Background: an optimization exercise with open tools, aiming at small area and a short achievable clock period. Do not read the settings as production practice. RTL that was checked went through simulation tests only; none was proved equivalent to the original. No activity file was given, so power comes from the tool's default toggle rates.

run 1:
==> flow/design.v (excerpt) <==
module FIR(Dout, Din, clk, reset);
output	[17:0]	Dout;
input 	[7:0] 	Din;
input 		clk, reset;
reg [7:0] h1, h2, h3, h4, h5, h6, h7;
reg [15:0] R;
wire s1, c1;
HA u1 (.a(h2[0]), .b(h4[0]), .s(s1), .co(c1));
wire s2, c2;
FA u2 (.a(h2[1]), .b(h4[1]), .c(c1), .s(s2), .co(c2));
wire s3, c3;
FA u3 (.a(h2[2]), .b(h4[2]), .c(c2), .s(s3), .co(c3));
wire s4, c4;
FA u4 (.a(h2[3]), .b(h4[3]), .c(c3), .s(s4), .co(c4));
wire s5, c5;
FA u5 (.a(h2[4]), .b(h4[4]), .c(c4), .s(s5), .co(c5));
wire s6, c6;
FA u6 (.a(h2[5]), .b(h4[5]), .c(c5), .s(s6), .co(c6));
wire s7, c7;
FA u7 (.a(h2[6]), .b(h4[6]), .c(c6), .s(s7), .co(c7));
wire s8, c8;
FA u8 (.a(h2[7]), .b(h4[7]), .c(c7), .s(s8), .co(c8));
wire s9, c9;
FA u9 (.a(h6[0]), .b(h7[0]), .c(Din[0]), .s(s9), .co(c9));
wire n10 = ~s1;
wire s11, c11;
FA u11 (.a(h6[1]), .b(h7[1]), .c(n10), .s(s11), .co(c11));
wire s12, c12;
FA u12 (.a(s11), .b(Din[1]), .c(c9), .s(s12), .co(c12));
wire n13 = ~h7[2];
wire s14, c14;
FA u14 (.a(h3[0]), .b(n13), .c(h6[2]), .s(s14), .co(c14));
wire n15 = ~c11;
wire s16, c16;
FA u16 (.a(s14), .b(s2), .c(n15), .s(s16), .co(c16));
wire n17 = ~s16;
wire s18, c18;
FA u18 (.a(n17), .b(Din[2]), .c(c12), .s(s18), .co(c18));
wire s19, c19;
FA u19 (.a(h6[3]), .b(h7[3]), .c(h6[2]), .s(s19), .co(c19));
wire s20, c20;
FA u20 (.a(h3[1]), .b(h7[0]), .c(c14), .s(s20), .co(c20));
wire s21, c21;
FA u21 (.a(s20), .b(s3), .c(c16), .s(s21), .co(c21));
wire n22 = ~s21;
wire s23, c23;
FA u23 (.a(s19), .b(n22), .c(Din[3]), .s(s23), .co(c23));
wire s24, c24;
FA u24 (.a(h6[0]), .b(h6[4]), .c(h7[4]), .s(s24), .co(c24));
wire s25, c25;
FA u25 (.a(h3[0]), .b(h3[2]), .c(h7[1]), .s(s25), .co(c25));
wire s26, c26;
FA u26 (.a(s1), .b(c19), .c(s24), .s(s26), .co(c26));
wire n27 = ~s26;
wire s28, c28;
FA u28 (.a(s25), .b(c20), .c(n27), .s(s28), .co(c28));
wire s29, c29;
  ...
Size: ~430 cells after synthesis, roughly 28 I/O pins, about 5100 um^2 of cells after synthesis.
Settings: LEC_CHECK=0, ABC_CLOCK_PERIOD_IN_PS=2000, CAP_MARGIN=20, CORE_MARGIN=2, CORE_UTILIZATION=75, SLEW_MARGIN=20, SYNTH_HIERARCHICAL=1; clock period 13.0 ns.
standard.sh (not shown) runs the stock make flow with config.mk's settings and CLKGATE_MAP_FILE= SYNTH_SCRIPT=/design/flow/synth_recipe.tcl, a recipe that flattens the netlist after the stock synthesis.
==> flow/flow/run.sh <==
#!/bin/bash
# Layout flow: the standard flow (standard.sh), with its standard synthesis
# unchanged, then the layout steps with a larger setup margin for repair_timing,
# faster port buffers and a smaller clock tree. Each step's full output goes to
# a log in this folder.
set -euo pipefail
bash standard.sh synth > log_synth.txt 2>&1
bash standard.sh SETUP_SLACK_MARGIN=5.8 \
  "BUFFER_PORTS_ARGS=-buffer_cell sky130_fd_sc_hd__buf_2" \
  "CTS_ARGS=-sink_clustering_enable -repair_clock_nets -dont_use_dummy_load -buf_list sky130_fd_sc_hd__clkbuf_8 -sink_clustering_size 36 -sink_clustering_max_diameter 100" \
  finish > log_layout.txt 2>&1
Here is what was changed in the inputs of run 2 compared with run 1.
- swapping 75 for 65 in CORE_UTILIZATION
--- a/flow/flow/run.sh
+++ b/flow/flow/run.sh
@@ -7,3 +7,3 @@
 bash standard.sh synth > log_synth.txt 2>&1
-bash standard.sh SETUP_SLACK_MARGIN=5.8 \
+bash standard.sh SETUP_SLACK_MARGIN=5.5 \
   "BUFFER_PORTS_ARGS=-buffer_cell sky130_fd_sc_hd__buf_2" \
--- outcome ---
Delta (run 2 minus run 1): number of setup buffers added after CTS fell 1, multi-input logic area fell 3.2%. Diff run 2..run 1 | sequential power | negligible. Cmp run 2 and run 1 / tapcell count / higher: run 2. Endpoint arrival time on the critical path: run 2 and run 1 compared, lower one is run 1. Compared with run 1, run 2 instantiates a larger number of standard cells. Run 2 vs. run 1: wire length of the first global-routing pass went down by 100 um. Area of the die, run 2 vs run 1: up by more than 10%.
What run 3 does differently from run 2 at the input level:
--- a/flow/flow/run.sh
+++ b/flow/flow/run.sh
@@ -9,3 +9,3 @@
   "BUFFER_PORTS_ARGS=-buffer_cell sky130_fd_sc_hd__buf_2" \
-  "CTS_ARGS=-sink_clustering_enable -repair_clock_nets -dont_use_dummy_load -buf_list sky130_fd_sc_hd__clkbuf_8 -sink_clustering_size 36 -sink_clustering_max_diameter 100" \
+  "CTS_ARGS=-repair_clock_nets -dont_use_dummy_load -buf_list sky130_fd_sc_hd__clkbuf_4 -root_buf sky130_fd_sc_hd__clkbuf_16" \
   finish > log_layout.txt 2>&1
==> comparison <==
Looking at fmax, run 3 sits 0.95% above run 2.
On die area, run 2 and run 3 are neck and neck.
Run 3 | status: complete | timing, DRC, antenna: pass
Summary — portion of total power attributed to the clock network, run 3 relative to run 2: higher, by 5.0 points.
Per the comparison of run 3 with run 2, post-layout instance area grew by 110 um^2; worst slew margin relative to its limit grew by 0.68 points; worst hold slack held steady.
From run 2 to run 3 the numbers moved as follows: switching power of the nets shows an increase of about 2.8%, fraction of met2 tracks used by global routing went up by 1.3 points.
Lower final period utilization among run 2 and run 3: run 3
No run of this note included a check of the RTL's function; only the layout flow was run.


the previous run:
FIR, a different RTL version from the one above (not shown whole).
For scale: ~400 cells after synthesis, about 28 I/O pins.
export LEC_CHECK = 0
export ABC_CLOCK_PERIOD_IN_PS = 2000
export CAP_MARGIN = 20
export CORE_MARGIN = 2
export CORE_UTILIZATION = 65
export SLEW_MARGIN = 20
export SYNTH_HIERARCHICAL = 1
create_clock -name core_clock -period 13.0 [get_ports {clk}]
==> flow/flow/run.sh <==
#!/bin/bash
# Layout flow: the standard flow (standard.sh), with its standard synthesis
# unchanged, then the layout steps with a larger setup margin for repair_timing,
# faster port buffers and a smaller clock tree. Each step's full output goes to
# a log in this folder.
set -euo pipefail
bash standard.sh synth > log_synth.txt 2>&1
bash standard.sh SETUP_SLACK_MARGIN=5.7 \
  "BUFFER_PORTS_ARGS=-buffer_cell sky130_fd_sc_hd__buf_2" \
  "CTS_ARGS=-sink_clustering_enable -repair_clock_nets -dont_use_dummy_load -buf_list sky130_fd_sc_hd__clkbuf_8 -sink_clustering_size 36 -sink_clustering_max_diameter 100" \
  finish > log_layout.txt 2>&1
--- input diff the previous run..the current run ---
Settings: CORE_UTILIZATION now 75, was 65.
--- a/flow/flow/run.sh
+++ b/flow/flow/run.sh
@@ -8 +8 @@
-bash standard.sh SETUP_SLACK_MARGIN=5.7 \
+bash standard.sh SETUP_SLACK_MARGIN=5.5 \
Notes after the runs:
On pin count of the biggest net entering global routing, the current run and the previous run are neck and neck.
Cmp the current run vs the previous run: fraction of power spent switching nets higher in the current run
Of the current run and the previous run, it is the current run that has the higher total via count in the routed design.
Between the current run and the previous run, aggregate routed wire length is lower for the previous run, the current run comes in above that.
The current run vs the previous run — global-route wire length before repair rose 13%.
Between the current run and the previous run, the utilization is higher for the current run.


## maple
FIR, a different RTL version from the one above (not shown whole).
Size in the first run: roughly 28 I/O pins.
export LEC_CHECK = 0
export ABC_CLOCK_PERIOD_IN_PS = 1200
export CAP_MARGIN = 20
export CORE_MARGIN = 2
export CORE_UTILIZATION = 40
export SLEW_MARGIN = 20
export SYNTH_HIERARCHICAL = 1
create_clock -name core_clock -period 13.0 [get_ports {clk}]
==> flow/flow/run.sh <==
#!/bin/bash
# Layout flow: the standard flow (standard.sh), with its standard synthesis
# unchanged, then the layout steps with a larger setup margin for repair_timing,
# faster port buffers and a smaller clock tree. Each step's full output goes to
# a log in this folder.
set -euo pipefail
bash standard.sh synth > log_synth.txt 2>&1
bash standard.sh SETUP_SLACK_MARGIN=5.5 \
  "BUFFER_PORTS_ARGS=-buffer_cell sky130_fd_sc_hd__buf_2" \
  "CTS_ARGS=-sink_clustering_enable -repair_clock_nets -dont_use_dummy_load -buf_list sky130_fd_sc_hd__clkbuf_8 -sink_clustering_size 36 -sink_clustering_max_diameter 100" \
  finish > log_layout.txt 2>&1
maple finished every stage and its layout cleared the timing, DRC and antenna checks.
Relative to maple, the following input files were edited for raven:
- CORE_UTILIZATION changed from 40 to 65
- ABC_CLOCK_PERIOD_IN_PS changed from 1200 to 2000
Notes after the runs:
Comparing raven and maple, vertical die dimension is lower on raven. raven does worse than maple on maximum clock skew at final layout. Taking maple as the reference, in raven number of endpoints with negative hold slack in the final report flat; wire length down 440 um; core utilization up 27 points; fraction of power consumed by the clock network down 0.2 points; post-route minimum period down 0.043 ns. Looking at multi-input logic portion of the cell area, raven sits above maple.
### raven -> ember
- CORE_UTILIZATION now 40, was 65
Findings:
- ember against raven: leakage power of the design has remained practically unchanged; detailed placement HPWL picked up an extra 6.0%; share of cell area taken by flip-flops and latches shrank by 0.44 points; internal power picked up an extra about 0.32%.
- For the total non-filler cell area in the finished layout, ember came in 96 um2 higher than raven did.
Here is what was changed in the inputs of juniper compared with ember.
- a change of CORE_UTILIZATION from 40 to 65
- an added ABC_AREA of 1
--- outcome ---
As of juniper, detail-routed net length per standard cell had fallen by a few percent compared to ember. The worst setup path endpoint comes out Dout[15] in one run and Dout[12] in the other, namely in juniper and ember respectively. Measured against ember, the detailed placement HPWL of juniper comes out at 1.06 times the reference value. Worst setup slack in juniper vs ember: up 0.28 ns.
What zinc does differently from juniper at the input level:
- a deleted ABC_AREA that had been 1
- a change of CORE_UTILIZATION from 65 to 40
-- flow/flow/run.sh --
<<< juniper, line 8
bash standard.sh SETUP_SLACK_MARGIN=5.5 \
  "BUFFER_PORTS_ARGS=-buffer_cell sky130_fd_sc_hd__buf_2" \
  "CTS_ARGS=-sink_clustering_enable -repair_clock_nets -dont_use_dummy_load -buf_list sky130_fd_sc_hd__clkbuf_8 -sink_clustering_size 36 -sink_clustering_max_diameter 100" \
  finish > log_layout.txt 2>&1
>>> zinc, line 8
bash standard.sh SETUP_SLACK_MARGIN=5.5 \
  "BUFFER_PORTS_ARGS=-buffer_cell sky130_fd_sc_hd__buf_2" \
  "CTS_ARGS=-sink_clustering_enable -repair_clock_nets -dont_use_dummy_load -buf_list sky130_fd_sc_hd__clkbuf_4 -root_buf sky130_fd_sc_hd__clkbuf_8 -sink_clustering_size 36 -sink_clustering_max_diameter 100" \
  finish > log_layout.txt 2>&1
## What came out
- Row global-route usage: zinc lower / juniper higher
- [diff] netlist area before placement, zinc relative to juniper: improvement
- Between juniper and zinc, total power is lower for zinc, juniper comes in above that.
- zinc — area growth from synthesis to layout 1.6 points higher, juniper as reference
- Compared with juniper, in zinc biggest cell delay along the critical path picked up an extra 0.06 ns, final worst slack shows a reduction of 0.28 ns.
- juniper vs zinc, termination of the worst setup path: Dout[15] vs Dout[12]
- Summary — final period utilization, zinc relative to juniper: higher, by 2.1 points.


== run A ==
FIR with an RTL version that a note above also has.
For scale: about 72 flip-flops, ~28 I/O pins, ~5100 sq um of cells after synthesis.
Settings: LEC_CHECK=0, ABC_CLOCK_PERIOD_IN_PS=2000, CAP_MARGIN=20, CORE_MARGIN=2, CORE_UTILIZATION=75, SLEW_MARGIN=20, SYNTH_HIERARCHICAL=1; clock period 13.0 ns.
==> flow/flow/run.sh <==
#!/bin/bash
# Layout flow: the standard flow (standard.sh), with its standard synthesis
# unchanged, then the layout steps with a larger setup margin for repair_timing,
# faster port buffers and a smaller clock tree. Each step's full output goes to
# a log in this folder.
set -euo pipefail
bash standard.sh synth > log_synth.txt 2>&1
bash standard.sh SETUP_SLACK_MARGIN=5.5 \
  "BUFFER_PORTS_ARGS=-buffer_cell sky130_fd_sc_hd__buf_2" \
  "CTS_ARGS=-sink_clustering_enable -repair_clock_nets -dont_use_dummy_load -buf_list sky130_fd_sc_hd__clkbuf_8 -sink_clustering_size 36 -sink_clustering_max_diameter 100" \
  finish > log_layout.txt 2>&1
Run A completed every stage of the flow, and the final layout passed the timing, DRC and antenna checks.
The inputs of run B differ from those of run A as listed below.
-- flow/flow/run.sh --
<<< run A, line 10
  "CTS_ARGS=-sink_clustering_enable -repair_clock_nets -dont_use_dummy_load -buf_list sky130_fd_sc_hd__clkbuf_8 -sink_clustering_size 36 -sink_clustering_max_diameter 100" \
>>> run B, line 10
  "CTS_ARGS=-sink_clustering_enable -repair_clock_nets -dont_use_dummy_load -buf_list sky130_fd_sc_hd__clkbuf_4 -root_buf sky130_fd_sc_hd__clkbuf_4 -tree_buf sky130_fd_sc_hd__clkbuf_4" \
- Run B finished end to end and its layout was clean on timing, DRC and antenna.
- Combinational power delta (run B -> run A): insignificant
- The design area reported for run B is smaller than that of run A by about 1%.
- Diff run A -> run B: final worst slack roughly the same; share of synthesized cell area in and, or, nand and nor gates essentially unchanged; layout overhead on the synthesized area lost 1.1 points; sequential cell area share increased by 0.27 points relative to the old numbers.
Input changes introduced in run C (baseline for comparison: run B):
- changing CORE_UTILIZATION from 75 to 65
-- flow/flow/run.sh --
<<< run B, line 8
bash standard.sh SETUP_SLACK_MARGIN=5.5 \
>>> run C, line 8
bash standard.sh SETUP_SLACK_MARGIN=5.7 \
<<< run B, line 10
  "CTS_ARGS=-sink_clustering_enable -repair_clock_nets -dont_use_dummy_load -buf_list sky130_fd_sc_hd__clkbuf_4 -root_buf sky130_fd_sc_hd__clkbuf_4 -tree_buf sky130_fd_sc_hd__clkbuf_4" \
>>> run C, line 10
  "CTS_ARGS=-sink_clustering_enable -repair_clock_nets -dont_use_dummy_load -buf_list sky130_fd_sc_hd__clkbuf_8 -sink_clustering_size 36 -sink_clustering_max_diameter 100" \
==> comparison <==
- Compared run C against run B; fraction of registers with async set/reset within noise.
- Between run B and run C, the flow reports number of nets in the layout increasing slightly.
- Result for run C and run B: all clean
- Diff run B -> run C: cell count moved up, vertical extent of the die shows an increase of about 7%, share of power burned in the clock network increased by 2.1 points relative to the old numbers.
- Netlist area before placement came out exactly the same in run C and run B.
The following lists how run D was set up differently from run C:
- CORE_UTILIZATION now 75, was 65
- PLACE_DENSITY now 0.85, previously not set
-- flow/flow/run.sh --
<<< run C, line 8
bash standard.sh SETUP_SLACK_MARGIN=5.7 \
>>> run D, line 8
bash standard.sh SETUP_SLACK_MARGIN=5.5 \
<<< run C, line 10
  "CTS_ARGS=-sink_clustering_enable -repair_clock_nets -dont_use_dummy_load -buf_list sky130_fd_sc_hd__clkbuf_8 -sink_clustering_size 36 -sink_clustering_max_diameter 100" \
>>> run D, line 10
  "CTS_ARGS=-sink_clustering_enable -repair_clock_nets -dont_use_dummy_load -buf_list sky130_fd_sc_hd__clkbuf_4 -root_buf sky130_fd_sc_hd__clkbuf_4 -tree_buf sky130_fd_sc_hd__clkbuf_4" \
Findings:
Diff run D and run C: worst setup slack higher in run C
Against run C, run D comes in 0.04 ns higher on clock input transition at the sequential cells of the worst setup and hold paths.
Taking run D as 1.0, run C lands at 1.3 on number of tap cells inserted.
From run C to run D, count of clock buffers in the final design did not move at all.
Between run D and run C, the growth of design area from synthesis to finish is lower for run D.
Run D reports a higher initial core utilization than run C does.
NOTE upper clock frequency limit run C->run D decreased by a few percent
No functional check of the RTL was part of any run of this note.

==> separate check: timing with driven ports <==
No port has a modelled driver above. Below, the same layouts with a new extraction and two added sets of constraints. Step 1 sets driving cells, clkbuf_16 on the clock port and buf_2 on the other inputs (assumed; they add their load-dependent delay and slew). Step 2 times the ports against the registers' clock, not the clock port: input delays grow and output delays shrink by t, the midpoint of the rising clock arrivals with the driver on. a / b / c = ideal ports / drivers / drivers and shift; a / b = the first two.
run | t, ns | setup WS [ns] | clock arrival spread, ns | cell pins on the clock port's net
run 1 | 0.372 | 5.772 / 5.706 / 5.706 | 0.019 / 0.019 | 1
run 2 | 0.371 | 5.628 / 5.605 / 5.605 | 0.024 / 0.024 | 1
run 3 | 0.364 | 5.697 / 5.673 / 5.673 | 0.020 / 0.020 | 1
the previous run | 0.356 | 5.786 / 5.764 / 5.764 | 0.044 / 0.044 | 1
the current run | 0.363 | 5.639 / 5.619 / 5.619 | 0.037 / 0.038 | 1
maple | 0.364 | 5.628 / 5.609 / 5.609 | 0.028 / 0.029 | 1
raven | 0.355 | 5.671 / 5.651 / 5.651 | 0.041 / 0.041 | 1
ember | 0.364 | 5.628 / 5.609 / 5.609 | 0.028 / 0.029 | 1
juniper | 0.360 | 5.907 / 5.883 / 5.883 | 0.033 / 0.033 | 1
zinc | 0.364 | 5.628 / 5.609 / 5.609 | 0.028 / 0.029 | 1
run A | 0.367 | 5.624 / 5.601 / 5.601 | 0.020 / 0.020 | 1
run B | 0.428 | 5.627 / 5.603 / 5.603 | 0.040 / 0.040 | 1
run C | 0.370 | 5.807 / 5.731 / 5.731 | 0.024 / 0.023 | 1
run D | 0.429 | 5.644 / 5.620 / 5.620 | 0.040 / 0.040 | 1
After both steps setup and hold are still met in every run listed. The setup slack of run C, which loses most, moves by -0.076 ns with the drivers and by -0.076 ns with both steps.
